Context: an optimization exercise on an open-source flow, tuned for small area. The choices shown serve that exercise and are no tape-out recipe.
Function was checked by simulation only, so behaviour that the tests miss may differ from the original.
No activity file was given, so power comes from the tool's default toggle rates.

## flow/design.v

```verilog
module alu (
    input  [31:0] A,
    input  [31:0] B,
    input  [4:0]  sh,
    input         Srai,
    input         Andi,
    output [31:0] Sum,
    output [31:0] C
);
    assign Sum = A + B;
    wire [63:0] ext = {{32{A[31]}}, A} >> sh;
    wire [31:0] sra = ext[31:0];
    assign C = Srai ? sra : (Andi ? (A & B) : Sum);
endmodule
module ext (
    input  [31:0] inst,
    input         SType,
    input         ShamtImm,
    output [31:0] imm
);
    wire        sgn = inst[31] & ~ShamtImm;
    assign imm[4:0]   = SType ? inst[11:7] : inst[24:20];
    assign imm[11:5]  = ShamtImm ? 7'b0 : inst[31:25];
    assign imm[31:12] = {20{sgn}};
endmodule
module dm (
    input         clk,
    input         DMWr,
    input  [4:0]  address,
    input  [31:0] din,
    output [31:0] dout
);
    wire [2:0] aw = address[4:2];
    wire [1:0] al = address[1:0];
    wire [63:0] dd = {din, din};
    wire [31:0] wdat = dd[(6'd32 - {al, 3'b0}) +: 32];
    wire [255:0] q;
    wire [31:0]  lane;
    genvar l, w;
    generate
        for (l = 0; l < 4; l = l + 1) begin : L
            wire [2:0] wl = aw + ((l < al) ? 3'd1 : 3'd0);
            reg  [7:0] rb;
            integer k;
            always @(*) begin
                rb = 8'b0;
                for (k = 0; k < 8; k = k + 1)
                    rb = rb | (q[(k*4+l)*8 +: 8] & {8{wl == k}});
            end
            assign lane[l*8 +: 8] = rb;
            for (w = 0; w < 8; w = w + 1) begin : W
                reg [7:0] m;
                wire e = DMWr & (wl == w);
                always @(posedge clk)
                    m <= (wdat[l*8 +: 8] & {8{e}}) | (m & {8{~e}});
                assign q[(w*4+l)*8 +: 8] = m;
            end
        end
    endgenerate
    wire [63:0] ll = {lane, lane};
    assign dout = ll[{al, 3'b0} +: 32];
endmodule
module ctrl (
    input  [6:0] Op,
    input  [6:0] Funct7,
    input  [2:0] Funct3,
    output       RegWrite,
    output       MemWrite,
    output       Load,
    output       RType,
    output       SType,
    output       Srai,
    output       Andi,
    output       ShamtImm
);
    wire itype = (Op == 7'b0010011);
    assign RType    = (Op == 7'b0110011);
    assign Load     = (Op == 7'b0000011);
    assign SType    = (Op == 7'b0100011);
    assign MemWrite = SType;
    assign RegWrite = RType | itype | Load;
    assign Srai     = itype & (Funct3 == 3'b101) & (Funct7 == 7'b0100000);
    assign Andi     = itype & (Funct3 == 3'b111);
    assign ShamtImm = itype & (Funct3[1:0] == 2'b01);
endmodule
module rf (
    input         clk,
    input         rstn,
    input         wen,
    input  [4:0]  rs1,
    input  [4:0]  rs2,
    input  [4:0]  rd,
    input  [31:0] wd,
    output [31:0] rd1,
    output [31:0] rd2
);
    reg  [31:1] valid;
    wire [31:0] we;
    wire [31:0] sel1, sel2;
    wire [32*32-1:0] q;
    assign we[0]   = 1'b0;
    assign sel1[0] = 1'b0;
    assign sel2[0] = 1'b0;
    assign q[31:0] = 32'b0;
    genvar g;
    generate
        for (g = 1; g < 32; g = g + 1) begin : R
            reg [31:0] x;
            assign we[g] = wen & (rd == g);
            always @(posedge clk)
                x <= (wd & {32{we[g]}}) | (x & {32{~we[g]}});
            assign q[g*32 +: 32] = x;
            assign sel1[g] = valid[g] & (rs1 == g);
            assign sel2[g] = valid[g] & (rs2 == g);
        end
    endgenerate
    always @(posedge clk, negedge rstn) begin
        if (!rstn) valid <= 31'b0;
        else valid <= valid | we[31:1];
    end
    reg [31:0] o1, o2;
    integer i;
    always @(*) begin
        o1 = 32'b0;
        o2 = 32'b0;
        for (i = 1; i < 32; i = i + 1) begin
            o1 = o1 | (q[i*32 +: 32] & {32{sel1[i]}});
            o2 = o2 | (q[i*32 +: 32] & {32{sel2[i]}});
        end
    end
    wire hit1 = |sel1;
    wire hit2 = |sel2;
    assign rd1 = o1 | {27'b0, rs1 & {5{~hit1}}};
    assign rd2 = o2 | {27'b0, rs2 & {5{~hit2}}};
endmodule
module cpu (
    input clk,
    input rstn,
    input [15:0] sw_i,
    input [31:0] inst_i,
    output [31:0] pc_o,
    output wb_en_o,
    output [4:0] wb_rd_o,
    output [31:0] wb_data_o
);
    wire [31:0] inst = inst_i;
    reg  [31:0] PC;
    assign pc_o = PC;
    always @(posedge clk, negedge rstn) begin
        if (!rstn) PC <= 0;
        else PC <= PC + 1;
    end
    wire [4:0] rs1 = inst[19:15];
    wire [4:0] rs2 = inst[24:20];
    wire [4:0] rd  = inst[11:7];
    wire RegWrite, MemWrite, Load, RType, SType, Srai, Andi, ShamtImm;
    ctrl u_ctrl (
        .Op(inst[6:0]),
        .Funct7(inst[31:25]),
        .Funct3(inst[14:12]),
        .RegWrite(RegWrite),
        .MemWrite(MemWrite),
        .Load(Load),
        .RType(RType),
        .SType(SType),
        .Srai(Srai),
        .Andi(Andi),
        .ShamtImm(ShamtImm)
    );
    wire wen = RegWrite & (rd != 5'b0) & ~sw_i[1];
    wire [31:0] rs1_data, rs2_data, rd_data;
    rf u_rf (
        .clk(clk),
        .rstn(rstn),
        .wen(wen),
        .rs1(rs1),
        .rs2(rs2),
        .rd(rd),
        .wd(rd_data),
        .rd1(rs1_data),
        .rd2(rs2_data)
    );
    wire [31:0] imm;
    ext u_ext (
        .inst(inst),
        .SType(SType),
        .ShamtImm(ShamtImm),
        .imm(imm)
    );
    wire [31:0] Sum, ALUResult;
    alu u_alu (
        .A(rs1_data),
        .B(RType ? rs2_data : imm),
        .sh(inst[24:20]),
        .Srai(Srai),
        .Andi(Andi),
        .Sum(Sum),
        .C(ALUResult)
    );
    wire [31:0] dout;
    dm u_dm (
        .clk(clk),
        .DMWr(MemWrite),
        .address(Sum[4:0]),
        .din(rs2_data),
        .dout(dout)
    );
    assign rd_data   = Load ? dout : ALUResult;
    assign wb_en_o   = wen;
    assign wb_rd_o   = rd;
    assign wb_data_o = rd_data;
endmodule
```

## flow/run.sh

```bash
#!/bin/bash
# synth_recipe.tcl (not shown) runs the flow's synth.tcl, then flattens the netlist and writes it again
# the make line also repeats each setting of config.mk as NAME=value (left out here)
make -C /OpenROAD-flow-scripts/flow DESIGN_CONFIG=/design/flow/config.mk WORK_HOME=/design/flow/orfs CLKGATE_MAP_FILE= SYNTH_SCRIPT=/design/flow/synth_recipe.tcl finish
```

## flow/config.mk

```make
export PLATFORM = sky130hd
export DESIGN_NAME = cpu
export DESIGN_NICKNAME = cpu
export VERILOG_FILES = /design/flow/design.v
export SDC_FILE = /design/flow/constraint.sdc
export NUM_CORES = 4
export LEC_CHECK = 0
export CAP_MARGIN = 20
export CORE_MARGIN = 2
export CORE_UTILIZATION = 35
export PLACE_DENSITY = 0.42
export SLEW_MARGIN = 20
```

## flow/constraint.sdc

```tcl
create_clock -name core_clock -period 20.0 [get_ports {clk}]
set_input_delay 4.0000 -clock core_clock [delete_from_list [all_inputs] [get_ports {clk}]]
set_output_delay 4.0000 -clock core_clock [all_outputs]
set_load 0.01 [all_outputs]
```

==> results.ini, run 1 <==
[detailed_routing]
vias=53523
vias_per_cell=7.25
dr.pass1.iters=9
drc=0
antenna_left=0
totalWireLength_mm=360
drt_iter0_markers=11153
wl_per_cell_um=48.8

[min_path]
hold_class=register to register

[sta]
fmax_mhz=54.0
slew_headroom_pct=16.5
timing.final.crit_share_pct=92.6
final_hold_viol_count=0
period_needed_ns=18.53
setup_tns_ns=0
slew_violations=0
whs_ns=0.477
setup_ws_ns=1.47
worstMarginPinSlew_ns=1.24
rsz0062_at_grt=no
clock_skew_ns=0.0642
finalSetupViolCount=0

[clock_tree]
cts.sinks=1311
clk_latency_ns=0.85
cts_buffers=149
htreeDepth=4
postCtsSetupBuffers=0
cts_hold_buf=0
cts_tree=yes
clk_path_buf_depth=3
cts_root_buf=clkbuf_16
cts_resized=0
path_clk_slew_ns=0.05

[logic_synthesis]
synthMuxAreaShare_pct=3.78
synthXorXnorAreaFrac_pct=1.09
ys.flop_type=edfxtp_1
synth_compound_area_share_pct=16.4
synthSimpleGateAreaFrac_pct=11.8
async_reset_ff_share_pct=4.81
synth_top_family_by_area=compound AO/OA/AOI/OAI gates
yosys_warnings=3
synth_edf_count=1248
syn_area_per_cell_sq_um=13.2
ys_ff_latch=1311
synth_area_sq_um=61900
synth.distinct_cells=89
syn-num-nets=4772
synth_seq_area_share_pct=63.1
synth_adder_area_share_pct=0.861
synthCells=4680

[global_route]
grt_pass1_vias=49161
grt_max_degree=65
overflow=0
antenna_found_initial=48
grt_use_total_pct=39.0
grt_pass1_wl_mm=469

[setup_path]
rrSetupSlack_ns=10.40
crit-reg2reg-launch=u_rf.valid[6]
reg2regPathDepth=21
worstSetupEndpoint=wb_data_o[18]
crit_start=inst_i[17]
worstPathArrival_ns=14.53
start_kind=primary input
critPathCaptureType=primary output
critPathRequiredTime_ns=16.00
crit_fanout=30
critPathKind=primary input to primary output

[placed_design]
placed_cell_area_sq_um=67100
detailed_place_hpwl_mm=223
dp.cells=7025
gp_congestion=0.982
pre_cts_ws_ns=1.74
io_buffer_count=104

[finish]
fill_cells=16369
fin_area_sq_um=72200
drive_gt1_share_pct=15.4
final_nets=4928
multi_input_area_sq_um=21700
area_growth_pct=16.7
stdcell_count=7378
seq_area_sq_um=39100

[floorplanning]
die_w_um=425
start_util_pct=35.2
pin_count=120
core_sq_um=176000
fp-row-count=154
die_area_sq_um=180000
dieHeight_um=425

[power_and_ir_drop]
p_leak_uw=0.0256
p_per_area_nw_per_um2=93.1
vdd_drop_max_uv=81.1

[run_status]
outcome=timing/DRC/antenna clean

[flow_run]
cap_viol_max_count=0

## final cells by class
| cell class | count | area share, % |
|---|---|---|
| multi-input combinational | 2933 | 30.1 |
| antenna | 79 | 0.274 |
| inverter | 58 | 0.301 |
| tap | 2340 | 4.05 |
| clock buffer | 187 | 5.50 |
| sequential | 1311 | 54.1 |
| clock inverter | 87 | 1.36 |
| timing repair buffer | 383 | 4.34 |
## cells in the mapped netlist, drive strengths merged, types with 9 or more instances
| master | count | area share, % |
|---|---|---|
| o22ai | 25 | 0.26 |
| nor2b | 15 | 0.15 |
| a221o | 17 | 0.27 |
| a222oi | 67 | 1.1 |
| or3 | 11 | 0.11 |
| nor3b | 15 | 0.20 |
| a221oi | 102 | 1.4 |
| a2111oi | 110 | 1.6 |
| nand2b | 11 | 0.11 |
| a22o | 95 | 1.3 |
| a31oi | 9 | 0.091 |
| nor4 | 28 | 0.29 |
| o21a | 27 | 0.33 |
| o211ai | 23 | 0.28 |
| mux4 | 37 | 1.4 |
| mux2 | 36 | 0.66 |
| dfrtp | 63 | 2.5 |
| a211o | 9 | 0.13 |
| or2 | 37 | 0.37 |
| nand2 | 206 | 1.2 |
| a21o | 17 | 0.21 |
| a211oi | 23 | 0.28 |
| buf | 86 | 0.84 |
| xnor2 | 41 | 0.58 |
| nor3 | 56 | 0.45 |
| nand4 | 115 | 1.2 |
| a22oi | 539 | 6.5 |
| edfxtp | 1248 | 61 |
| clkbuf | 292 | 1.8 |
| mux2i | 109 | 1.8 |
| nor2 | 183 | 1.1 |
| o21ai | 82 | 0.66 |
| and4 | 32 | 0.45 |
| and3b | 21 | 0.30 |
| inv | 54 | 0.33 |
| and2 | 53 | 0.54 |
| or4 | 22 | 0.28 |
| ha | 41 | 0.83 |
| nand3 | 134 | 1.1 |
| a21oi | 113 | 0.91 |
| and3 | 374 | 3.8 |
| xor2 | 13 | 0.18 |
## layout by cell type, fill, tap and decap left out, types with 99 or more instances in the layout
cell type and n:
a2111oi_0 99, a21oi_1 107, a221oi_1 99, a22oi_1 539, and3_1 346, buf_4 279
clkbuf_16 151, clkdlybuf4s50_1 103, edfxtp_1 1248, mux2i_1 109, nand2_1 206, nand3_1 134
nand4_1 115, nor2_1 148
## worst max-delay path, cell delays in order
cell and delay (ns):
clkdlybuf4s50_1 0.85, buf_4 0.40, and3b_2 0.61, a22oi_1 0.35, nand4_1 0.14, or4b_2 0.88, o211ai_1 0.91, ha_2 0.39
inv_1 0.07, fa_1 0.52, inv_1 0.08, buf_4 0.28, ha_1 0.26, ha_1 0.28, xnor3_1 0.61, nor2_1 0.57
a221oi_1 0.20, o21ai_0 0.87, mux2_2 0.32, and2_1 0.13, a211o_1 0.16, o311a_1 0.88, clkdlybuf4s50_1 0.71
## report_power, final
group | total [uW] | internal [uW] | leakage (uW) | switching, uW
Combinational | 818 | 234 | 0.0109 | 584
Clock | 2830 | 1630 | 0.00240 | 1210
Sequential | 3070 | 3070 | 0.0123 | 2.80
Total | 6720 | 4930 | 0.0256 | 1790
## through the flow
| stage | utilization, % | power, uW |
|---|---|---|
| detailed placement | 38.1 | 3930 |
| floorplan | - | 3560 |
| global placement | 38.1 | 3930 |
| global route | 41.0 | 6880 |
| CTS | 40.9 | 6720 |
| finish | 41.1 | 6720 |
## logic make-up (layout without fill, tap and decap cells)
family / count (synthesis) / in the layout
DFF: 1311 / 1311
adders and majority gates: 42 / 42
and+or+nand+nor: 1326 / 1326
muxes: 182 / 182
AOI/OAI and AO/OA: 1320 / 1320
xor gates and xnor gates: 63 / 63
buffers and inverters: 436 / 715
other: 0 / 79
## worst min path at each step
stage	slack [ns]	to	cells past startpoint	start
global placement	0.46	u_rf.valid[18]	1	u_rf.valid[18]
CTS	0.48	u_rf.valid[18]	1	u_rf.valid[18]
detailed placement	0.46	u_rf.valid[13]	1	u_rf.valid[13]
floorplan	0.44	u_rf.valid[5]	1	u_rf.valid[5]
finish	0.48	PC[31]	1	PC[31]
global route	0.49	PC[31]	1	PC[31]
## per-layer routing
layer  vias up  routed length, um  GRT usage [%]
met1     27267             130000           48.7
met2      5197             152000           56.3
met5         -                239          0.265
met3      1352              49700           14.6
met4        26              27200           25.3
li1      19681                  -              -
==> run 2, diff against run 1 <==
==> flow/flow/run.sh (new file) <==
#!/bin/bash
# Standard synthesis, then the logic mapped again with an area-minded ABC
# script (flip-flops untouched), then the standard layout.
set -euo pipefail
W=$PWD
R=$W/orfs/results/$FLOW_PLATFORM/cpu/base
LIB=$FLOW_HOME/platforms/$FLOW_PLATFORM/lib/sky130_fd_sc_hd__tt_025C_1v80.lib
YOSYS=yosys
[ -x "$FLOW_HOME/../tools/install/yosys/bin/yosys" ] && YOSYS=$FLOW_HOME/../tools/install/yosys/bin/yosys

bash standard.sh "$R/1_2_yosys.v" > $W/synth.log 2>&1

python3 $W/flow/mkmap.py $LIB > $W/remap_cells.v
printf 'set_driving_cell sky130_fd_sc_hd__buf_1\nset_load 5\n' > $W/remap.constr
cp $R/1_2_yosys.v $W/standard_synth.v
REMAP_LIB=$LIB REMAP_IN=$W/standard_synth.v REMAP_OUT=$W/remap_out.v \
REMAP_CELLS=$W/remap_cells.v REMAP_CONSTR=$W/remap.constr REMAP_DELAY=12000 \
REMAP_SCRIPT=$W/flow/remap.abc REMAP_STAT=$W/remap_stat.txt \
REMAP_DONT_USE="sky130_fd_sc_hd__probe_p_8 sky130_fd_sc_hd__probec_p_8 sky130_fd_sc_hd__lpflow_bleeder_1 sky130_fd_sc_hd__lpflow_clkbufkapwr_1 sky130_fd_sc_hd__lpflow_clkbufkapwr_16 sky130_fd_sc_hd__lpflow_clkbufkapwr_2 sky130_fd_sc_hd__lpflow_clkbufkapwr_4 sky130_fd_sc_hd__lpflow_clkbufkapwr_8 sky130_fd_sc_hd__lpflow_clkinvkapwr_1 sky130_fd_sc_hd__lpflow_clkinvkapwr_16 sky130_fd_sc_hd__lpflow_clkinvkapwr_2 sky130_fd_sc_hd__lpflow_clkinvkapwr_4 sky130_fd_sc_hd__lpflow_clkinvkapwr_8 sky130_fd_sc_hd__lpflow_decapkapwr_12 sky130_fd_sc_hd__lpflow_decapkapwr_3 sky130_fd_sc_hd__lpflow_decapkapwr_4 sky130_fd_sc_hd__lpflow_decapkapwr_6 sky130_fd_sc_hd__lpflow_decapkapwr_8 sky130_fd_sc_hd__lpflow_inputiso0n_1 sky130_fd_sc_hd__lpflow_inputiso0p_1 sky130_fd_sc_hd__lpflow_inputiso1n_1 sky130_fd_sc_hd__lpflow_inputiso1p_1 sky130_fd_sc_hd__lpflow_inputisolatch_1 sky130_fd_sc_hd__lpflow_isobufsrc_1 sky130_fd_sc_hd__lpflow_isobufsrc_16 sky130_fd_sc_hd__lpflow_isobufsrc_2 sky130_fd_sc_hd__lpflow_isobufsrc_4 sky130_fd_sc_hd__lpflow_isobufsrc_8 sky130_fd_sc_hd__lpflow_isobufsrckapwr_16 sky130_fd_sc_hd__lpflow_lsbuf_lh_hl_isowell_tap_1 sky130_fd_sc_hd__lpflow_lsbuf_lh_hl_isowell_tap_2 sky130_fd_sc_hd__lpflow_lsbuf_lh_hl_isowell_tap_4 sky130_fd_sc_hd__lpflow_lsbuf_lh_isowell_4 sky130_fd_sc_hd__lpflow_lsbuf_lh_isowell_tap_1 sky130_fd_sc_hd__lpflow_lsbuf_lh_isowell_tap_2 sky130_fd_sc_hd__lpflow_lsbuf_lh_isowell_tap_4" \
  $YOSYS -c $W/flow/remap.tcl > $W/remap.log 2>&1
cp $W/remap_out.v $R/1_2_yosys.v
touch $R/1_2_yosys.v

# ports buffered with the smallest buffer; no dummy loads in the clock tree
export BUFFER_PORTS_ARGS="-buffer_cell sky130_fd_sc_hd__buf_1"
export CTS_ARGS="-sink_clustering_enable -repair_clock_nets -dont_use_dummy_load -buf_list sky130_fd_sc_hd__clkbuf_8 -root_buf sky130_fd_sc_hd__clkbuf_16"
bash standard.sh finish > $W/layout.log 2>&1
==> flow/flow/mkmap.py (new file) <==
# Writes a Yosys techmap file that turns each combinational cell of a liberty
# file into plain logic, so that ABC can map the logic again.
import re, sys
lib = open(sys.argv[1]).read()
out = []
pos = 0
cell_re = re.compile(r'\bcell\s*\(\s*"?([\w]+)"?\s*\)\s*\{')
def block_end(s, i):
    d = 0
    while i < len(s):
        c = s[i]
        if c == '{': d += 1
        elif c == '}':
            d -= 1
            if d == 0: return i
        i += 1
    return i
for m in cell_re.finditer(lib):
    name = m.group(1)
    start = m.end() - 1
    end = block_end(lib, start)
    body = lib[start:end]
    if re.search(r'\b(ff|latch|statetable)\s*\(', body): continue
    if 'dont_use' in body and re.search(r'dont_use\s*:\s*true', body): continue
    pins = []
    for pm in re.finditer(r'\bpin\s*\(\s*"?(\w+)"?\s*\)\s*\{', body):
        ps = pm.end() - 1
        pe = block_end(body, ps)
        pb = body[ps:pe]
        dm = re.search(r'direction\s*:\s*"?(\w+)"?', pb)
        fm = re.search(r'\bfunction\s*:\s*"([^"]*)"', pb)
        pins.append((pm.group(1), dm.group(1) if dm else None, fm.group(1) if fm else None))
    outs = [p for p in pins if p[1] == 'output']
    ins = [p for p in pins if p[1] == 'input']
    if not outs or any(p[2] is None for p in outs): continue
    if any(p[1] not in ('input', 'output') for p in pins): continue
    ports = [p[0] for p in ins] + [p[0] for p in outs]
    lines = ['module %s (%s);' % (name, ', '.join(ports))]
    for p in ins: lines.append('  input %s;' % p[0])
    for p in outs:
        f = p[2].replace('!', '~')
        f = re.sub(r'(\w)\s+(?=[\w(~])', r'\1 & ', f)
        f = re.sub(r'\)\s+(?=[\w(~])', r') & ', f)
        lines.append('  output %s;' % p[0])
        lines.append('  assign %s = %s;' % (p[0], f))
    lines.append('endmodule')
    out.append('\n'.join(lines))
print('\n\n'.join(out))
==> flow/flow/remap.abc (new file) <==
&get -n
&st
&syn2
&deepsyn -T 120
&dch -f
&nf -R 1000
&put
topo
==> flow/flow/remap.tcl (new file) <==
# Map the standard synthesis's logic again with ABC, keeping its flip-flops.
yosys -import
set lib $::env(REMAP_LIB)
read_liberty -lib $lib
read_verilog $::env(REMAP_IN)
hierarchy -top $::env(FLOW_TOP)
stat -liberty $lib
techmap -map $::env(REMAP_CELLS)
techmap
opt -fast
set du {}
foreach c $::env(REMAP_DONT_USE) { lappend du -dont_use $c }
abc -liberty $lib {*}$du -constr $::env(REMAP_CONSTR) -D $::env(REMAP_DELAY) -script $::env(REMAP_SCRIPT)
opt_clean -purge
hilomap -singleton -hicell sky130_fd_sc_hd__conb_1 HI -locell sky130_fd_sc_hd__conb_1 LO
insbuf -buf sky130_fd_sc_hd__buf_4 A X
splitnets
opt_clean -purge
tee -o $::env(REMAP_STAT) stat -liberty $lib
check -assert -mapped
write_verilog -noattr -nohex -nodec $::env(REMAP_OUT)
==> flow/standard.sh (new file) <==
#!/bin/bash
# synth_recipe.tcl (not shown) runs the flow's synth.tcl, then flattens the netlist and writes it again
# the make line also repeats each setting of config.mk as NAME=value (left out here)
make -C /OpenROAD-flow-scripts/flow DESIGN_CONFIG=/design/flow/config.mk WORK_HOME=/design/flow/orfs CLKGATE_MAP_FILE= SYNTH_SCRIPT=/design/flow/synth_recipe.tcl "${@:-finish}"
==> flow/config.mk (replaced) <==
export PLATFORM = sky130hd
export DESIGN_NAME = cpu
export DESIGN_NICKNAME = cpu
export VERILOG_FILES = /design/flow/design.v
export SDC_FILE = /design/flow/constraint.sdc
export NUM_CORES = 4
export LEC_CHECK = 0
export CAP_MARGIN = 10
export CORE_MARGIN = 2
export CORE_UTILIZATION = 40
export PLACE_DENSITY = 0.5
export SLEW_MARGIN = 10
removed: flow/run.sh
==> run 2 against run 1 <==
  * Maximum frequency down 3.6%
  * Area after synthesis is 9.5% lower
  * Worst hold slack lost 0.0075 ns
  * Clock power decreased by 32%
  * Final area is 11% lower
  * Worst setup slack worse by 0.69 ns
  * First-iteration DRC count rose by 8.1%
  * Synthesized cell count is 19% lower
  * Critical path type unchanged
  * Via count is 12% lower
  * Highest routed layer unchanged
  * Register-to-register slack worse by 1.7 ns
  * Wire length fell by 20%
==> results.ini, run 2 <==
[setup_path]
cpMostUsedCell=nand2_1
start_kind=primary input
critPathCaptureType=primary output
worstPathArrival_ns=15.22
critPathMaxStageDelay_ns=0.61
crit_slowest_cell=and3_2
critPathKind=primary input to primary output
crit_fanout=18
critPathRequiredTime_ns=16.00

[sta]
slew_headroom_pct=13.3
worstMarginPinSlew_ns=1.29
clock_skew_ns=0.114
slew_violations=0
period_needed_ns=19.22
setup_tns_ns=0
timing.final.crit_share_pct=96.1
rsz0062_at_grt=no
final_hold_viol_count=0
finalSetupViolCount=0
fmax_mhz=52.0

[detailed_routing]
antenna_left=0
drc=0
wl_per_cell_um=46.3
vias_per_cell=7.56
drt_iter0_markers=12054
totalWireLength_mm=289
dr.pass1.iters=12
vias=47138

[logic_synthesis]
yosys_warnings=3
synthCells=3798
synth_area_sq_um=56000
syn-num-nets=3848
syn_area_per_cell_sq_um=14.7

[finish]
multi_input_area_sq_um=17300
fill_cells=12531
final_nets=4401
fin_util_pct=46.0
fin_area_sq_um=64000
area_growth_pct=14.3
seq_area_sq_um=39100
final_cell_mix=1248 x edfxtp_1, 347 x a222oi_1, 321 x nand2_1
drive_gt1_share_pct=13.6
layout_commonest_cell=edfxtp_1

[global_route]
grt_pass1_vias=44106
grt_max_degree=64
antenna_found_initial=5
overflow=0
grt_use_total_pct=39.6
grt_pass1_wl_mm=382

[clock_tree]
clk_path_buf_depth=3
cts_buffers=213
path_clk_slew_ns=0.06
htreeDepth=4
clk_latency_ns=0.84
cts.sinks=1311
cts_tree=yes
cts_hold_buf=0
cts_root_buf=clkbuf_16

[power_and_ir_drop]
power_frac_comb_pct=9.6
p_int_uw=4110
power_frac_seq_pct=55.3
vdd_drop_max_uv=49.8
swShare_pct=25.2
p_switching_uw=1390
clkPwrFrac_pct=35.1
p_leak_uw=0.0209
p_per_area_nw_per_um2=85.8

[floorplanning]
start_util_pct=40.2
core_sq_um=139000
fp-row-count=137
die_area_sq_um=143000
die_w_um=378
pin_count=120
dieHeight_um=378

[placed_design]
gp_congestion=0.993
detailed_place_hpwl_mm=171
placed_cell_area_sq_um=61100
io_buffer_count=104

[flow_run]
cap_viol_max_count=0

[min_path]
hold_class=register to register

[run_status]
outcome=timing/DRC/antenna clean

[run 2: cell count changes in the layout (fill, tap and decap cells not counted), sizes merged, moves of 33 or more]
cell | previous run | this run
nand4 | 115 | 148
nand2 | 206 | 321
a22oi | 539 | 320
ha | 41 | 0
mux4 | 37 | 3
buf | 280 | 336
inv | 62 | 0
a222oi | 67 | 347
and3 | 374 | 85
clkbuf | 187 | 220
diode | 79 | 9
clkdlybuf4s50 | 103 | 0
a2111oi | 110 | 4
[run 2: per-stage QoR]
stage | instances | hold slack (ns) | total power [uW] | setup WS [ns]
2_1_floorplan | 3798 | 0.449 | 3370 | 0.182
3_3_place_gp | 6012 | 0.465 | 3610 | 0.535
3_5_place_dp | 6012 | 0.465 | 3610 | 0.511
4_1_cts | 6225 | 0.477 | 5500 | 0.485
5_1_grt | 6225 | 0.485 | 5640 | 0.0442
6_report | 6234 | 0.470 | 5500 | 0.780
[run 2: path summary, 6_finish.rpt]
check | start | cells past startpoint | to | slack [ns]
setup / recovery | inst_i[16] | 55 | wb_data_o[31] | 0.78
hold / removal | PC[31] | 1 | PC[31] | 0.47
setup reg to reg | u_rf.valid[7] | 51 | register | 8.70
hold reg to reg | PC[31] | 1 | PC[31] | 0.47
max in group asynchronous | rstn | 2 | PC[1] | 16.03
min in group asynchronous | rstn | 2 | u_rf.valid[29] | 3.41
[run 2: layout make-up]
| cell class | instances | area share (%) |
|---|---|---|
| clock buffer | 213 | 4.59 |
| multi-input combinational | 2445 | 27.1 |
| antenna | 9 | 0.0352 |
| inverter | 37 | 0.217 |
| tap | 1876 | 3.66 |
| timing repair buffer | 343 | 3.42 |
| sequential | 1311 | 61.0 |
[run 2: power by group through the flow]
stage	Sequential (uW)	Combinational [uW]	Clock, uW
after floorplan	3100	267	0
after global placement	3100	516	0
after detailed placement	3100	517	0
after CTS	3040	518	1940
after global routing	3040	556	2040
final	3040	529	1930
[run 2: repair_timing]
action	4_1_cts	5_1_grt
resized for setup	0	7
setup buffers	0	0
endpoints found under the setup margin	0	2
endpoints found under the hold margin	0	0
[run 2: critical path: cells and delay by family]
| kind | cells | cell delay (ns) |
|---|---|---|
| AND/OR/NAND/NOR | 24 | 4.40 |
| adder cells (fa/ha/maj) | 3 | 0.73 |
| AO/OA/AOI/OAI | 21 | 4.41 |
| XOR/XNOR | 1 | 0.19 |
| buffers and inverters | 6 | 1.40 |
[run 2: metal layers]
layer	track usage [%]	wire length [um]	vias up
met5	0.412	110	-
met4	24.7	22400	8
met3	16.8	46300	1335
met2	57.1	120000	4919
met1	49.0	100000	23312
li1	-	-	17564
==> run 3, diff against run 2 <==
--- a/flow/flow/run.sh
+++ b/flow/flow/run.sh
@@ -23,5 +23,5 @@
 
 # ports buffered with the smallest buffer; no dummy loads in the clock tree
 export BUFFER_PORTS_ARGS="-buffer_cell sky130_fd_sc_hd__buf_1"
-export CTS_ARGS="-sink_clustering_enable -repair_clock_nets -dont_use_dummy_load -buf_list sky130_fd_sc_hd__clkbuf_8 -root_buf sky130_fd_sc_hd__clkbuf_16"
+export CTS_ARGS="-sink_clustering_enable -repair_clock_nets -dont_use_dummy_load -buf_list sky130_fd_sc_hd__clkbuf_16 -sink_clustering_size 24 -sink_clustering_max_diameter 100"
 bash standard.sh finish > $W/layout.log 2>&1
--- a/flow/config.mk
+++ b/flow/config.mk
@@ -6,7 +6,9 @@
 export NUM_CORES = 4
 export LEC_CHECK = 0
 export CAP_MARGIN = 10
+export CELL_PAD_IN_SITES_DETAIL_PLACEMENT = 1
+export CELL_PAD_IN_SITES_GLOBAL_PLACEMENT = 1
 export CORE_MARGIN = 2
-export CORE_UTILIZATION = 40
-export PLACE_DENSITY = 0.5
+export CORE_UTILIZATION = 35
+export PLACE_DENSITY = 0.45
 export SLEW_MARGIN = 10
==> run 3 against run 2 <==
  * Largest power group unchanged
  * Non-clock buffer count is 67 higher
  * Critical path type unchanged
  * Sequential power hardly changed
  * Final area fell by 0.92%
  * Sequential cell count did not move
  * Sequential share of layout area grew 0.57 points
  * Synthesized cell count down 1.5%
  * First-iteration DRC count is 16% lower
  * Wire length is 12% higher
  * Worst hold slack better by 0.013 ns
  * Still clean
  * Area after synthesis fell by 0.26%
==> results.ini, run 3 <==
[logic_synthesis]
yosys_warnings=3
syn-num-nets=3790
syn_area_per_cell_sq_um=14.9
synth_area_sq_um=55900
synthCells=3740

[floorplanning]
core_sq_um=158000
start_util_pct=35.3
pin_count=120
die_area_sq_um=163000
dieHeight_um=404
die_w_um=404
fp-row-count=146

[sta]
slew_violations=0
final_hold_viol_count=0
setup_ws_ns=0.635
clock_skew_ns=0.0984
period_needed_ns=19.37
worstMarginPinSlew_ns=1.30
fmax_mhz=51.6
timing.final.crit_share_pct=96.8
finalSetupViolCount=0
slew_headroom_pct=13.2

[run_status]
outcome=timing/DRC/antenna clean

[setup_path]
crit_start=inst_i[16]
start_kind=primary input
rrSetupSlack_ns=8.63
critPathCaptureType=primary output
crit-reg2reg-launch=u_rf.valid[29]
critPathRequiredTime_ns=16.00
worstPathArrival_ns=15.37
crit_fanout=9
critPathKind=primary input to primary output
critPathMaxStageDelay_ns=0.74
reg2regPathDepth=56
worstSetupEndpoint=wb_data_o[31]
crit_slowest_cell=a2111oi_2

[detailed_routing]
wl_per_cell_um=51.3
drc=0
vias=46602
antenna_left=0
totalWireLength_mm=323
dr.pass1.iters=10
drt_iter0_markers=10143
vias_per_cell=7.41

[power_and_ir_drop]
p_per_area_nw_per_um2=80.7
p_leak_uw=0.0205
vdd_drop_max_uv=60.5
power_uw=5120

[finish]
final_cell_mix=1248 x edfxtp_1, 374 x a222oi_1, 311 x a22oi_1
fin_util_pct=40.1
multi_input_area_sq_um=17200
drive_gt1_share_pct=12.2
final_nets=4264
layout_commonest_cell=edfxtp_1
fill_cells=15949
area_growth_pct=13.6
seq_area_sq_um=39100

[clock_tree]
clk_latency_ns=0.74
cts.sinks=1311
cts_buffers=67
cts_tree=yes
cts_root_buf=clkbuf_16
htreeDepth=3
clk_path_buf_depth=3
cts_hold_buf=0
path_clk_slew_ns=0.10

[min_path]
hold_class=register to register
worstHoldPathCells=1

[placed_design]
io_buffer_count=104
pre_cts_ws_ns=0.538
gp_congestion=0.961
detailed_place_hpwl_mm=203

[global_route]
gr-usage-met3_pct=10.0
grt_use_total_pct=38.7
grt_pass1_vias=45370
antenna_found_initial=15
overflow=0
grt_max_degree=64
globalRouteMet1Util_pct=49.3
grt_pass1_wl_mm=424
busiest_layer=met2
grtUsageMet2_pct=60.1

[flow_run]
cap_viol_max_count=0

## run 3: changes by cell type in the layout (fill, tap and decap cells not counted), moves of 25 or more
cell,delta
a21oi_1,+25
clkbuf_8,-212
buf_4,+62
a22o_1,-26
nand2_1,-50
a222oi_1,+27
clkbuf_16,+66
## run 3: report_power, final
part | switching (uW) | internal (uW) | leakage, uW
clock | 899 | 602 | 0.000826
combinational | 433 | 151 | 0.00773
sequential | 3.01 | 3030 | 0.0119
## run 3: stage by stage
step / instance area [sq um] / instances / TNS (ns) / hold slack [ns]
after floorplan: 55900 / 3740 / 0 / 0.449
after global placement: 61700 / 6214 / 0 / 0.457
after detailed placement: 61700 / 6214 / 0 / 0.468
after CTS: 63400 / 6281 / 0 / 0.485
after global routing: 63400 / 6284 / -0.00565 / 0.508
final: 63500 / 6293 / 0 / 0.482
## run 3: worst min-delay path by stage
stage | from | end | slack, ns
global route | PC[31] | PC[31] | 0.51
global placement | PC[31] | PC[31] | 0.46
finish | PC[31] | PC[31] | 0.48
floorplan | u_rf.valid[10] | u_rf.valid[10] | 0.45
detailed placement | PC[31] | PC[31] | 0.47
CTS | PC[31] | PC[31] | 0.48
## run 3: routing by layer
layer | wire (um) | part of all wire (%)
met2 | 144000 | 45
met3 | 39300 | 12
met5 | 8 | 0.0025
met1 | 118000 | 37
met4 | 22000 | 6.8
## run 3: critical path: cells and delay by family
kind	cells	cell delay, ns
buf+inv	5	0.99
simple gates	31	5.58
fa+ha+maj	3	1.17
compound gates	17	3.45
xor+xnor	1	0.12
## run 3: what timing repair did
item                                    4_1_cts  5_1_grt
gates resized for setup                       0       13
endpoints found under the hold margin         0        0
endpoints found under the setup margin        0        1
buffers inserted                              0        3
## run 3: final cells by class
cell class / count / area share, %
sequential: 1311 / 61.5
multi-input combinational: 2378 / 27.1
timing repair buffer: 410 / 4.35
tap: 2072 / 4.09
clock buffer: 67 / 2.64
inverter: 46 / 0.284
antenna: 9 / 0.0355
==> run 4, diff against run 3 <==
--- a/flow/config.mk
+++ b/flow/config.mk
@@ -9,6 +9,6 @@
 export CELL_PAD_IN_SITES_DETAIL_PLACEMENT = 1
 export CELL_PAD_IN_SITES_GLOBAL_PLACEMENT = 1
 export CORE_MARGIN = 2
-export CORE_UTILIZATION = 35
-export PLACE_DENSITY = 0.45
+export CORE_UTILIZATION = 42
+export PLACE_DENSITY = 0.52
 export SLEW_MARGIN = 10
==> run 4 against run 3 <==
  * Wire length fell by 5.3%
  * Global-route usage rose by 4.9 points
  * Register-to-register slack improved by 0.07 ns
  * Non-clock buffer count fell by 23
  * Power fell by 1.6%
  * Combinational power fell by 9.2%
  * Critical endpoint unchanged
  * Largest power group unchanged
==> results.ini, run 4 <==
[detailed_routing]
totalWireLength_mm=305
vias=47608
antenna_left=0
drt_iter0_markers=11565
dr.pass1.iters=13
drc=0
wl_per_cell_um=50.9
vias_per_cell=7.94

[floorplanning]
start_util_pct=42.4
dieHeight_um=369
die_w_um=369
die_area_sq_um=136000
fp-row-count=133
core_sq_um=132000
pin_count=120

[min_path]
min_from=PC[31]
hold_class=register to register
hold_path_end=PC[31]
worstHoldPathCells=1

[power_and_ir_drop]
power_uw=5040
p_leak_uw=0.0205
vdd_drop_max_uv=85.5
p_per_area_nw_per_um2=79.8

[global_route]
grt_pass1_wl_mm=403
grt_pass1_vias=46034
overflow=0
grt_use_total_pct=43.6
grt_max_degree=77
antenna_found_initial=14

[logic_synthesis]
yosys_warnings=3
synth_area_sq_um=56000
syn-num-nets=3836
syn_area_per_cell_sq_um=14.8
synthCells=3786

[sta]
period_needed_ns=19.28
timing.final.crit_share_pct=96.4
whs_ns=0.472
slew_violations=0
final_hold_viol_count=0
slew_headroom_pct=10.7
clock_skew_ns=0.0959
fmax_mhz=51.9
worstMarginPinSlew_ns=1.34
finalSetupViolCount=0

[finish]
final_nets=4287
fin_util_pct=47.9
final_cell_mix=1248 x edfxtp_1, 372 x a222oi_1, 310 x a22oi_1
fin_area_sq_um=63200
multi_input_area_sq_um=17500
drive_gt1_share_pct=11.7
seq_area_sq_um=39100
area_growth_pct=12.8
fill_cells=12940
layout_commonest_cell=edfxtp_1

[setup_path]
crit-reg2reg-launch=u_rf.valid[8]
reg2regPathDepth=53
rrSetupSlack_ns=8.70
critPathCaptureType=primary output
critPathMaxStageDelay_ns=0.55
start_kind=primary input
crit_slowest_cell=buf_4
cpMostUsedCell=nand2_1
crit_fanout=19
critPathKind=primary input to primary output
worstPathArrival_ns=15.28
critPathRequiredTime_ns=16.00

[clock_tree]
clk_latency_ns=0.72
cts_root_buf=clkbuf_16
cts_tree=yes
path_clk_slew_ns=0.09
clk_path_buf_depth=3
htreeDepth=3
cts_buffers=67
cts.sinks=1311

[placed_design]
placed_cell_area_sq_um=61200
io_buffer_count=104
detailed_place_hpwl_mm=181
gp_congestion=0.989

[run_status]
outcome=timing/DRC/antenna clean

[flow_run]
cap_viol_max_count=0

## run 4: changes by cell type in the layout (fill, tap and decap cells not counted), moves of 11 or more
cell,change
buf_4,-30
a221o_1,-11
nand4_1,+12
nand2_1,+29
a21oi_1,-19
o21ai_0,+19
## run 4: how the worst max path moves through the flow
stage,start,to,slack [ns]
final,inst_i[22],wb_data_o[31],0.72
after global routing,inst_i[22],wb_data_o[31],-0.02
after CTS,inst_i[23],wb_data_o[31],0.28
after detailed placement,inst_i[23],wb_data_o[31],0.32
after global placement,inst_i[23],wb_data_o[31],0.21
after floorplan,inst_i[22],wb_data_o[19],0.77
## run 4: metal layers
layer | GRT usage, % | share of wire [%] | vias to the layer above
met5 | 0.356 | 0.066 | -
met4 | 29.3 | 8.5 | 12
met3 | 14.5 | 15 | 1417
met2 | 64.8 | 42 | 4694
met1 | 54.0 | 34 | 24148
li1 | - | - | 17337
## run 4: layout make-up
cell class                 count  share of cell area (%)
timing repair buffer         387                    4.20
sequential                  1311                    61.8
tap                         1755                    3.47
clock buffer                  67                    2.65
multi-input combinational   2435                    27.6
inverter                      35                   0.214
antenna                        9                  0.0356
## run 4: through the flow
step           TNS, ns  setup WS [ns]  cells
3_5_place_dp         0          0.318   5914
4_1_cts              0          0.279   5981
6_report             0          0.725   5999
3_3_place_gp         0          0.211   5913
2_1_floorplan        0          0.767   3786
5_1_grt        -0.0178        -0.0178   5990
## run 4: what timing repair did
action	4_1_cts	5_1_grt
hold buffers	0	0
endpoints found under the hold margin	0	0
endpoints found under the setup margin	0	3
gates resized for setup	0	39
buffers inserted	0	6
## run 4: worst max-delay path: cells and delay by family
kind,cells,cell delay (ns)
compound gates,16,3.46
xor+xnor,1,0.18
fa+ha+maj,4,1.28
buf+inv,8,2.16
simple gates,29,4.10
## run 4: where the power goes
| group | total (uW) | switching (uW) | internal, uW |
|---|---|---|---|
| logic | 530 | 393 | 136 |
| clock network | 1480 | 876 | 601 |
| registers | 3030 | 3.06 | 3030 |
| total | 5040 | 1270 | 3770 |
==> run 5, diff against run 4 <==
--- a/flow/config.mk
+++ b/flow/config.mk
@@ -9,6 +9,6 @@
 export CELL_PAD_IN_SITES_DETAIL_PLACEMENT = 1
 export CELL_PAD_IN_SITES_GLOBAL_PLACEMENT = 1
 export CORE_MARGIN = 2
-export CORE_UTILIZATION = 42
-export PLACE_DENSITY = 0.52
+export CORE_UTILIZATION = 48
+export PLACE_DENSITY = 0.58
 export SLEW_MARGIN = 10
==> run 5 against run 4 <==
  * Final area fell by 1.9%
  * Still clean on timing, DRC and antenna
  * Wire length decreased by 6.5%
  * Maximum frequency down 0.89%
  * Worst setup slack lost 0.17 ns
  * Clock skew is 0.026 ns higher
==> results.ini, run 5 <==
[run_status]
outcome=timing/DRC/antenna clean

[floorplanning]
core_sq_um=116000
die_w_um=345
pin_count=120
fp-row-count=125
die_area_sq_um=119000
dieHeight_um=345
start_util_pct=48.3

[setup_path]
cpMostUsedCell=nor2_1
rrSetupSlack_ns=8.90
crit_start=inst_i[22]
worstPathArrival_ns=15.45
critPathRequiredTime_ns=16.00
reg2regPathDepth=55
crit_fanout=16
critPathMaxStageDelay_ns=0.40
crit_slowest_cell=and3_2
start_kind=primary input
critPathKind=primary input to primary output
worstSetupEndpoint=wb_data_o[31]
crit-reg2reg-launch=u_rf.valid[23]
critPathCaptureType=primary output

[global_route]
grt_pass1_vias=45823
grt_pass1_wl_mm=386
grtUsageMet2_pct=67.4
busiest_layer=met2
overflow=0
grt_use_total_pct=46.8
grt_max_degree=84
antenna_found_initial=18
globalRouteMet1Util_pct=58.8
gr-usage-met3_pct=19.0

[flow_run]
cap_viol_max_count=0

[placed_design]
io_buffer_count=104
detailed_place_hpwl_mm=165
gp_congestion=1.02

[logic_synthesis]
yosys_warnings=3
syn-num-nets=3857
synthCells=3807
syn_area_per_cell_sq_um=14.7
synth_area_sq_um=55900

[detailed_routing]
vias=47662
vias_per_cell=8.33
wl_per_cell_um=49.9
dr.pass1.iters=14
drt_iter0_markers=13002
antenna_left=0
totalWireLength_mm=286
drc=0

[sta]
whs_ns=0.494
rsz0062_at_grt=no
slew_violations=0
final_hold_viol_count=0
worstMarginPinSlew_ns=1.30
period_needed_ns=19.45
timing.final.crit_share_pct=97.2
slew_headroom_pct=11.1
fmax_mhz=51.4
finalSetupViolCount=0
clock_skew_ns=0.122
setup_tns_ns=0

[clock_tree]
cts.sinks=1311
clk_path_buf_depth=3
path_clk_slew_ns=0.09
cts_root_buf=clkbuf_16
htreeDepth=2
clk_latency_ns=0.79
cts_tree=yes
cts_buffers=61
postCtsSetupBuffers=0
cts_hold_buf=0

[finish]
final_cell_mix=1248 x edfxtp_1, 379 x a222oi_1, 338 x nand2_1
drive_gt1_share_pct=9.94
final_nets=4237
layout_commonest_cell=edfxtp_1
area_growth_pct=10.8

[power_and_ir_drop]
p_leak_uw=0.0200
vdd_drop_max_uv=73.7
p_per_area_nw_per_um2=80.1

[min_path]
hold_class=register to register

==> run 5: worst max-delay path: cells and delay by family <==
family          cells  cell delay, ns
compound gates     21            4.94
simple gates       30            4.54
buf+inv             6            1.29
fa+ha+maj           1            0.39
xor+xnor            1            0.23
==> run 5: worst min-delay path by stage <==
stage | startpoint | endpoint | depth (start not counted)
2_1_floorplan | u_rf.valid[10] | u_rf.valid[10] | 1
3_3_place_gp | PC[31] | PC[31] | 1
3_5_place_dp | u_rf.valid[7] | u_rf.valid[7] | 1
4_1_cts | u_rf.valid[7] | u_rf.valid[7] | 1
5_1_grt | PC[31] | PC[31] | 1
6_report | PC[31] | PC[31] | 1
==> run 5: power breakdown <==
| part | leakage, uW | internal (uW) | switching [uW] |
|---|---|---|---|
| clock network | 0.000752 | 541 | 847 |
| registers | 0.0120 | 3030 | 2.97 |
| logic | 0.00726 | 140 | 400 |
==> run 5: stage by stage <==
stage               std cells  total power, uW  area, sq um  utilization, %  worst slack [ns]
floorplan                3807             3380        55900               -             0.874
global placement         5647             3610        60400            52.1             0.436
detailed placement       5647             3620        60400            52.1             0.356
CTS                      5708             4940        61900            53.4             0.294
global route             5711             5060        61900            53.5            0.0246
finish                   5720             4960        62000            53.5             0.551
==> run 5: area by class of cell <==
type	count	area [sq um]
Clock buffer	61	1530
Timing Repair Buffer	322	2050
Tap cell	1524	1910
Multi-Input combinational cell	2452	17300
Antenna cell	11	27.5
Fill cell	11129	53900
Inverter	39	146
Sequential cell	1311	39100
==> run 5: metal layers <==
layer  part of all wire, %  wire length (um)  vias to the layer above
met4                   8.6             24500                       20
met3                    17             49100                     1542
met5                 0.097               277                        -
li1                      -                 -                    17245
met1                    33             93500                    23505
met2                    41            118000                     5350
==> run 5: timing repair <==
action | 4_1_cts | 5_1_grt
hold endpoints to repair | 0 | 0
setup endpoints to repair | 0 | 2
resized for setup | 0 | 7
==> run 6, diff against run 5 <==
--- a/flow/config.mk
+++ b/flow/config.mk
@@ -9,6 +9,6 @@
 export CELL_PAD_IN_SITES_DETAIL_PLACEMENT = 1
 export CELL_PAD_IN_SITES_GLOBAL_PLACEMENT = 1
 export CORE_MARGIN = 2
-export CORE_UTILIZATION = 48
-export PLACE_DENSITY = 0.58
+export CORE_UTILIZATION = 53
+export PLACE_DENSITY = 0.63
 export SLEW_MARGIN = 10
==> run 6 against run 5 <==
  * Die area down 9.3%
  * Worst setup slack got worse by 0.099 ns
  * Worst hold slack got worse by 0.0017 ns
  * Non-clock buffer count grew 8
  * Utilization rose by 5.6 points
  * Largest cell class unchanged
==> results.ini, run 6 <==
[setup_path]
cp.depth=56
start_kind=primary input
crit_start=inst_i[22]
crit_fanout=28
reg2regPathDepth=52
crit-reg2reg-launch=u_rf.valid[20]
cpMostUsedCell=nand2_1
crit_slowest_cell=o31ai_4
cp_top_family=compound AO/OA/AOI/OAI gates
rrSetupSlack_ns=8.46
critPathMaxStageDelay_ns=0.70
worstPathArrival_ns=15.55
worstSetupEndpoint=wb_data_o[31]
critPathKind=primary input to primary output
critPathCaptureType=primary output
critPathRequiredTime_ns=16.00
worst-path-buf-inv=4

[sta]
setup_tns_ns=0
slew_violations=0
timing.final.crit_share_pct=97.7
slew_headroom_pct=11.8
finalSetupViolCount=0
whs_ns=0.492
worstMarginPinSlew_ns=1.32
final_hold_viol_count=0
period_needed_ns=19.55
clock_skew_ns=0.116
setup_ws_ns=0.452
fmax_mhz=51.2

[clock_tree]
cts.sinks=1311
clk_latency_ns=0.71
cts_buffers=67
postCtsSetupBuffers=0
cts_tree=yes
htreeDepth=3
cts_root_buf=clkbuf_16
path_clk_slew_ns=0.10
clk_path_buf_depth=3

[global_route]
overflow=0
grt_max_degree=91
grt_pass1_vias=46640
antenna_found_initial=17
grt_pass1_wl_mm=378
grt_use_total_pct=51.1

[detailed_routing]
antenna_left=0
drc=0
totalWireLength_mm=281
vias=48431
vias_per_cell=8.64
drt_iter0_markers=13716
wl_per_cell_um=50.1
dr.pass1.iters=17

[floorplanning]
pin_count=120
core_sq_um=105000
start_util_pct=53.3
die_w_um=329
dieHeight_um=329
fp-row-count=119
die_area_sq_um=108000

[power_and_ir_drop]
p_per_area_nw_per_um2=81.0
vdd_drop_max_uv=105
p_leak_uw=0.0201

[flow_run]
cap_viol_max_count=0

[finish]
layout_commonest_cell=edfxtp_1
area_growth_pct=11.0
drive_gt1_share_pct=10.4
final_nets=4251
final_cell_mix=1248 x edfxtp_1, 379 x a222oi_1, 338 x nand2_1

[logic_synthesis]
synthCells=3807
synth_area_sq_um=55900
syn_area_per_cell_sq_um=14.7
syn-num-nets=3857
yosys_warnings=3

[run_status]
outcome=timing/DRC/antenna clean

[placed_design]
pre_cts_ws_ns=0.267
detailed_place_hpwl_mm=166
gp_congestion=1.04
io_buffer_count=104

[min_path]
hold_class=register to register

[run 6: changes by cell type in the layout (fill, tap and decap cells not counted), sizes merged]
cell	change
buf	+9
clkinvlp	+1
clkinv	-1
diode	+7
clkbuf	+5
[run 6: repair_timing]
item / CTS / global route
setup endpoints to repair: 0 / 2
hold endpoints to repair: 0 / 0
gates resized for setup: 0 / 16
hold buffers: 0 / 0
[run 6: area by class of cell]
class                   count  area [sq um]
repair buffers            330          2100
multi-input cells        2452         17300
inverters                  39           150
well taps                1391          1740
fillers                  9962         42900
clock buffers              67          1680
diodes                     18          45.0
flip-flops and latches   1311         39100
[run 6: stage by stage]
stage / util [%] / power [uW] / area, sq um / instances
after floorplan: - / 3380 / 55900 / 3807
after global placement: 57.4 / 3590 / 60300 / 5523
after detailed placement: 57.4 / 3620 / 60300 / 5523
after CTS: 59.0 / 5000 / 61900 / 5590
after global routing: 59.1 / 5120 / 62000 / 5593
final: 59.1 / 5030 / 62100 / 5608
[run 6: worst reg2reg max path, delay by kind of cell (launching register included)]
family | cells | cell delay [ns]
and+or+nand+nor | 27 | 4.04
xor gates and xnor gates | 1 | 0.23
DFF | 1 | 0.42
AOI/OAI and AO/OA | 21 | 5.57
adders and majority gates | 1 | 0.41
buffers and inverters | 2 | 0.70
[run 6: worst min-delay path by stage]
stage	startpoint	endpoint	slack [ns]	cells after the start
finish	PC[31]	PC[31]	0.49	1
global placement	PC[31]	PC[31]	0.46	1
floorplan	u_rf.valid[10]	u_rf.valid[10]	0.45	1
global route	PC[31]	PC[31]	0.52	1
CTS	PC[31]	PC[31]	0.51	1
detailed placement	u_rf.valid[23]	u_rf.valid[23]	0.49	1
[run 6: routing by layer]
metal	vias up	part of all wire, %	GRT usage [%]
li1	17289	-	-
met1	23552	31	61.2
met2	5716	40	70.8
met3	1850	19	25.4
met4	24	9.8	37.7
met5	-	0.12	0.843
[run 6: report_power, final]
part	switching [uW]	total, uW	internal (uW)
Combinational	398	535	138
Clock	856	1460	601
Sequential	2.90	3040	3030
==> run 7, diff against run 6 <==
==> flow/config.mk (replaced) <==
export PLATFORM = sky130hd
export DESIGN_NAME = cpu
export DESIGN_NICKNAME = cpu
export VERILOG_FILES = /design/flow/design.v
export SDC_FILE = /design/flow/constraint.sdc
export NUM_CORES = 4
export LEC_CHECK = 0
export CAP_MARGIN = 0
export CELL_PAD_IN_SITES_DETAIL_PLACEMENT = 1
export CELL_PAD_IN_SITES_GLOBAL_PLACEMENT = 1
export CORE_MARGIN = 2
export CORE_UTILIZATION = 42
export PLACE_DENSITY = 0.52
export SLEW_MARGIN = 0
==> run 7 against run 6 <==
  * Still clean
  * Sequential power hardly changed
  * Power is 0.58% higher
  * Clock skew is 0.010 ns lower
  * Critical endpoint unchanged
==> results.ini, run 7 <==
[global_route]
grt_pass1_vias=45675
grt_pass1_wl_mm=402
grt_use_total_pct=43.6
antenna_found_initial=10
overflow=0
grt_max_degree=86

[detailed_routing]
totalWireLength_mm=303
dr.pass1.iters=10
wl_per_cell_um=50.7
drt_iter0_markers=11481
antenna_left=0
vias_per_cell=7.90
drc=0
vias=47245

[min_path]
hold_class=register to register
hold_path_end=PC[31]
worstHoldPathCells=1
min_from=PC[31]

[floorplanning]
die_w_um=369
pin_count=120
start_util_pct=42.4
dieHeight_um=369
fp-row-count=133
core_sq_um=132000
die_area_sq_um=136000

[setup_path]
crit_slowest_cell=nor2_1
rrSetupSlack_ns=8.52
crit_start=inst_i[19]
critPathMaxStageDelay_ns=0.78
critPathKind=primary input to primary output
start_kind=primary input
critPathRequiredTime_ns=16.00
crit_fanout=9
reg2regPathDepth=53
critPathCaptureType=primary output
worstPathArrival_ns=15.46
crit-reg2reg-launch=u_rf.valid[28]

[logic_synthesis]
yosys_warnings=3
synth_area_sq_um=55900
syn-num-nets=3857
syn_area_per_cell_sq_um=14.7
synthCells=3807

[placed_design]
io_buffer_count=104
detailed_place_hpwl_mm=182
pre_cts_ws_ns=0.692
gp_congestion=0.960

[sta]
timing.final.crit_share_pct=97.3
whs_ns=0.498
period_needed_ns=19.46
final_hold_viol_count=0
fmax_mhz=51.4
slew_violations=0
clock_skew_ns=0.106
rsz0062_at_grt=no
slew_headroom_pct=13.2
worstMarginPinSlew_ns=1.30
finalSetupViolCount=0
setup_tns_ns=0
setup_ws_ns=0.545

[power_and_ir_drop]
p_per_area_nw_per_um2=80.7
vdd_drop_max_uv=86.1
p_leak_uw=0.0202
power_uw=5060

[finish]
area_growth_pct=12.0
final_cell_mix=1248 x edfxtp_1, 379 x a222oi_1, 338 x nand2_1
drive_gt1_share_pct=10.5
fin_util_pct=47.5
layout_commonest_cell=edfxtp_1
final_nets=4267

[clock_tree]
cts.sinks=1311
cts_resized=0
clk_path_buf_depth=3
clk_latency_ns=0.73
postCtsSetupBuffers=0
path_clk_slew_ns=0.09
cts_tree=yes
htreeDepth=3
cts_buffers=67
cts_root_buf=clkbuf_16
cts_hold_buf=0

[flow_run]
cap_viol_max_count=0

[run_status]
outcome=timing/DRC/antenna clean

[run 7: worst max path at each step]
stage | endpoint | slack [ns] | depth (start not counted)
after floorplan | wb_data_o[0] | 0.87 | 20
after global placement | wb_data_o[31] | 0.71 | 58
after detailed placement | wb_data_o[31] | 0.69 | 60
after CTS | wb_data_o[31] | 0.62 | 60
after global routing | wb_data_o[31] | 0.0004 | 60
final | wb_data_o[31] | 0.54 | 55
[run 7: metal layers]
metal	wire [um]	share of wire (%)	global-route usage, %
met3	45900	15	15.7
met5	66	0.022	0
met1	105000	35	54.5
met4	22600	7.4	26.1
met2	130000	43	65.0
[run 7: where the power goes]
group	internal, uW	leakage (uW)	switching (uW)
logic	141	0.00739	408
registers	3030	0.0120	3.14
clock network	602	0.000826	871
[run 7: layout make-up]
cell class                 count  area [sq um]
fill                       13071         69200
sequential                  1311         39100
multi-input combinational   2452         17300
timing repair buffer         346          2270
tap                         1755          2200
clock buffer                  67          1680
inverter                      39           146
antenna                        8          20.0
[run 7: through the flow]
step	instance area, sq um	instances
final	62600	5978
after global routing	62600	5971
after global placement	60900	5903
after CTS	62600	5970
after floorplan	55900	3807
after detailed placement	60900	5903
[run 7: worst max-delay path: cells and delay by family]
family | cells | cell delay, ns
XOR/XNOR | 1 | 0.19
buffers and inverters | 4 | 1.14
adder cells (fa/ha/maj) | 1 | 0.26
AND/OR/NAND/NOR | 29 | 5.31
AO/OA/AOI/OAI | 20 | 4.49
==> run 8, diff against run 7 <==
--- a/flow/config.mk
+++ b/flow/config.mk
@@ -9,6 +9,6 @@
 export CELL_PAD_IN_SITES_DETAIL_PLACEMENT = 1
 export CELL_PAD_IN_SITES_GLOBAL_PLACEMENT = 1
 export CORE_MARGIN = 2
-export CORE_UTILIZATION = 42
-export PLACE_DENSITY = 0.52
+export CORE_UTILIZATION = 48
+export PLACE_DENSITY = 0.58
 export SLEW_MARGIN = 0
==> run 8 against run 7 <==
  * Critical path type unchanged
  * Worst hold slack improved by 0.0017 ns
  * Via count increased by 1.2%
  * Sequential share of layout area increased by 0.10 points
  * First-iteration DRC count increased by 7.3%
  * Worst setup slack got worse by 0.026 ns
  * Highest routed layer unchanged
  * Sequential cell count unchanged
  * Global-route usage increased by 3.3 points
  * Still clean
  * Largest cell class unchanged
  * Wire length decreased by 5.1%
==> results.ini, run 8 <==
[setup_path]
crit-reg2reg-launch=u_rf.valid[2]
critPathKind=primary input to primary output
rrSetupSlack_ns=8.40
worst-path-buf-inv=5
crit_fanout=13
cp_top_family=simple AND/OR/NAND/NOR gates
start_kind=primary input
cpMostUsedCell=nand2_1
reg2regPathDepth=55
crit_slowest_cell=a211oi_1
critPathMaxStageDelay_ns=0.75
cp.depth=56
worstPathArrival_ns=15.48
critPathCaptureType=primary output
critPathRequiredTime_ns=16.00

[floorplanning]
dieHeight_um=346
fp-row-count=125
die_w_um=346
core_sq_um=116000
start_util_pct=48.3
pin_count=120
die_area_sq_um=119000

[min_path]
hold_path_end=PC[24]
min_from=PC[24]
hold_class=register to register
worstHoldPathCells=1

[sta]
whs_ns=0.500
slew_headroom_pct=13.3
setup_ws_ns=0.519
slew_violations=0
final_hold_viol_count=0
worstMarginPinSlew_ns=1.30
timing.final.crit_share_pct=97.4
fmax_mhz=51.3
period_needed_ns=19.48
setup_tns_ns=0
finalSetupViolCount=0
clock_skew_ns=0.113

[global_route]
gr-usage-met3_pct=19.2
grt_pass1_wl_mm=386
globalRouteMet1Util_pct=58.3
grtUsageMet2_pct=67.3
overflow=0
busiest_layer=met2
grt_max_degree=64
antenna_found_initial=14
grt_use_total_pct=46.9
grt_pass1_vias=46427

[finish]
layout_commonest_cell=edfxtp_1
final_nets=4269
drive_gt1_share_pct=11.1
fill_cells=11093
final_cell_mix=1248 x edfxtp_1, 355 x a222oi_1, 337 x a22oi_1
area_growth_pct=11.7
stdcell_count=5755

[clock_tree]
cts_hold_buf=0
cts.sinks=1311
cts_buffers=66
cts_root_buf=clkbuf_16
cts_tree=yes
htreeDepth=3
clk_latency_ns=0.72
path_clk_slew_ns=0.09
clk_path_buf_depth=3

[power_and_ir_drop]
p_per_area_nw_per_um2=80.4
power_frac_comb_pct=10.7
p_int_uw=3760
vdd_drop_max_uv=92.9
p_switching_uw=1260
p_leak_uw=0.0203
power_frac_seq_pct=60.4
swShare_pct=25.1
power_uw=5030
clkPwrFrac_pct=28.9

[flow_run]
cap_viol_max_count=0

[detailed_routing]
wl_per_cell_um=49.9
drc=0
vias_per_cell=8.31
antenna_left=0
totalWireLength_mm=287
dr.pass1.iters=14
vias=47819
drt_iter0_markers=12314

[placed_design]
pre_cts_ws_ns=0.322
detailed_place_hpwl_mm=172
io_buffer_count=104
gp_congestion=1.03
dp.cells=5673

[logic_synthesis]
syn_area_per_cell_sq_um=14.8
synth_area_sq_um=56000
yosys_warnings=3
synthCells=3795
syn-num-nets=3845

[run_status]
outcome=timing/DRC/antenna clean

-- run 8: changes by cell type in the layout (fill, tap and decap cells not counted), moves of 10 or more --
cell | previous run | this run
o21ai_0 | 74 | 102
nor2_1 | 181 | 156
nand3_1 | 110 | 125
nand4_1 | 141 | 128
nand2_1 | 338 | 286
buf_4 | 237 | 254
a21oi_1 | 110 | 100
a222oi_1 | 379 | 355
a22oi_1 | 316 | 337
-- run 8: worst max-delay path by stage --
stage                           from       endpoint  slack [ns]
after floorplan           inst_i[22]  wb_data_o[16]        0.43
after global placement    inst_i[16]  wb_data_o[31]        0.45
after detailed placement  inst_i[16]  wb_data_o[31]        0.32
after CTS                 inst_i[16]  wb_data_o[31]        0.27
after global routing      inst_i[16]  wb_data_o[31]       -0.03
final                     inst_i[22]  wb_data_o[31]        0.52
-- run 8: power by group through the flow --
stage / Combinational [uW] / Sequential, uW / Clock (uW)
2_1_floorplan: 273 / 3100 / 0
3_3_place_gp: 503 / 3100 / 0
3_5_place_dp: 521 / 3100 / 0
4_1_cts: 522 / 3030 / 1440
5_1_grt: 563 / 3040 / 1520
6_report: 537 / 3040 / 1450
-- run 8: through the flow --
step	instance area, sq um	utilization (%)
after floorplan	56000	-
after CTS	62400	53.8
after global placement	60700	52.4
final	62500	54.0
after detailed placement	60700	52.4
after global routing	62500	53.9
-- run 8: layer usage --
layer	part of all wire, %	vias up	wire length [um]
met2	41	5421	119000
met5	0.10	-	299
met1	33	23583	94700
met4	8.4	8	24000
met3	17	1512	49400
li1	-	17295	-
-- run 8: layout make-up --
type	count	area [sq um]	area share, %
Antenna cell	14	35.0	0.0560
Clock buffer	66	1650	2.64
Inverter	33	124	0.198
Multi-Input combinational cell	2446	17400	27.8
Sequential cell	1311	39100	62.5
Tap cell	1524	1910	3.05
Timing Repair Buffer	361	2360	3.77
-- run 8: timing repair --
action | in CTS | in global routing
setup buffers | 0 | 1
setup endpoints to repair | 0 | 2
gates resized for setup | 0 | 19
endpoints found under the hold margin | 0 | 0

## port drivers added, routing unchanged
How much do the figures lean on ideal ports? The routed layouts below were timed once more, with nothing changed but the port constraints. Step 1 (the two cells are an assumption about what drives the block):
set clk [get_ports {clk}]
set_driving_cell -lib_cell sky130_fd_sc_hd__clkbuf_16 $clk
set_driving_cell -lib_cell sky130_fd_sc_hd__buf_2 [delete_from_list [all_inputs] $clk]
Step 2 moves the port delays by t, midway between the first and last clock arrival at a register: inputs arrive t later, outputs are due t later. That takes back most of the time a late clock gives input paths. Slacks: no drivers / after step 1 / after step 2; pairs: no drivers / after step 1.
run | shift t [ns] | setup WS [ns] | hold slack, ns
run 1 | 0.904 | 1.473 / 1.446 / 1.446 | 0.477 / 0.477 / 0.477
run 2 | 0.862 | 0.780 / 0.752 / 0.752 | 0.470 / 0.470 / 0.470
run 3 | 0.778 | 0.635 / 0.528 / 0.528 | 0.482 / 0.482 / 0.482
run 4 | 0.762 | 0.725 / 0.703 / 0.703 | 0.472 / 0.472 / 0.472
run 5 | 0.807 | 0.551 / 0.492 / 0.492 | 0.494 / 0.494 / 0.494
run 6 | 0.736 | 0.452 / 0.430 / 0.430 | 0.492 / 0.492 / 0.492
run 7 | 0.759 | 0.545 / 0.485 / 0.485 | 0.498 / 0.498 / 0.498
run 8 | 0.744 | 0.519 / 0.429 / 0.429 | 0.500 / 0.500 / 0.500
After both steps setup and hold are still met in every run listed. The setup slack of run 3, which loses most, moves by -0.107 ns with the drivers and by -0.107 ns with both steps.
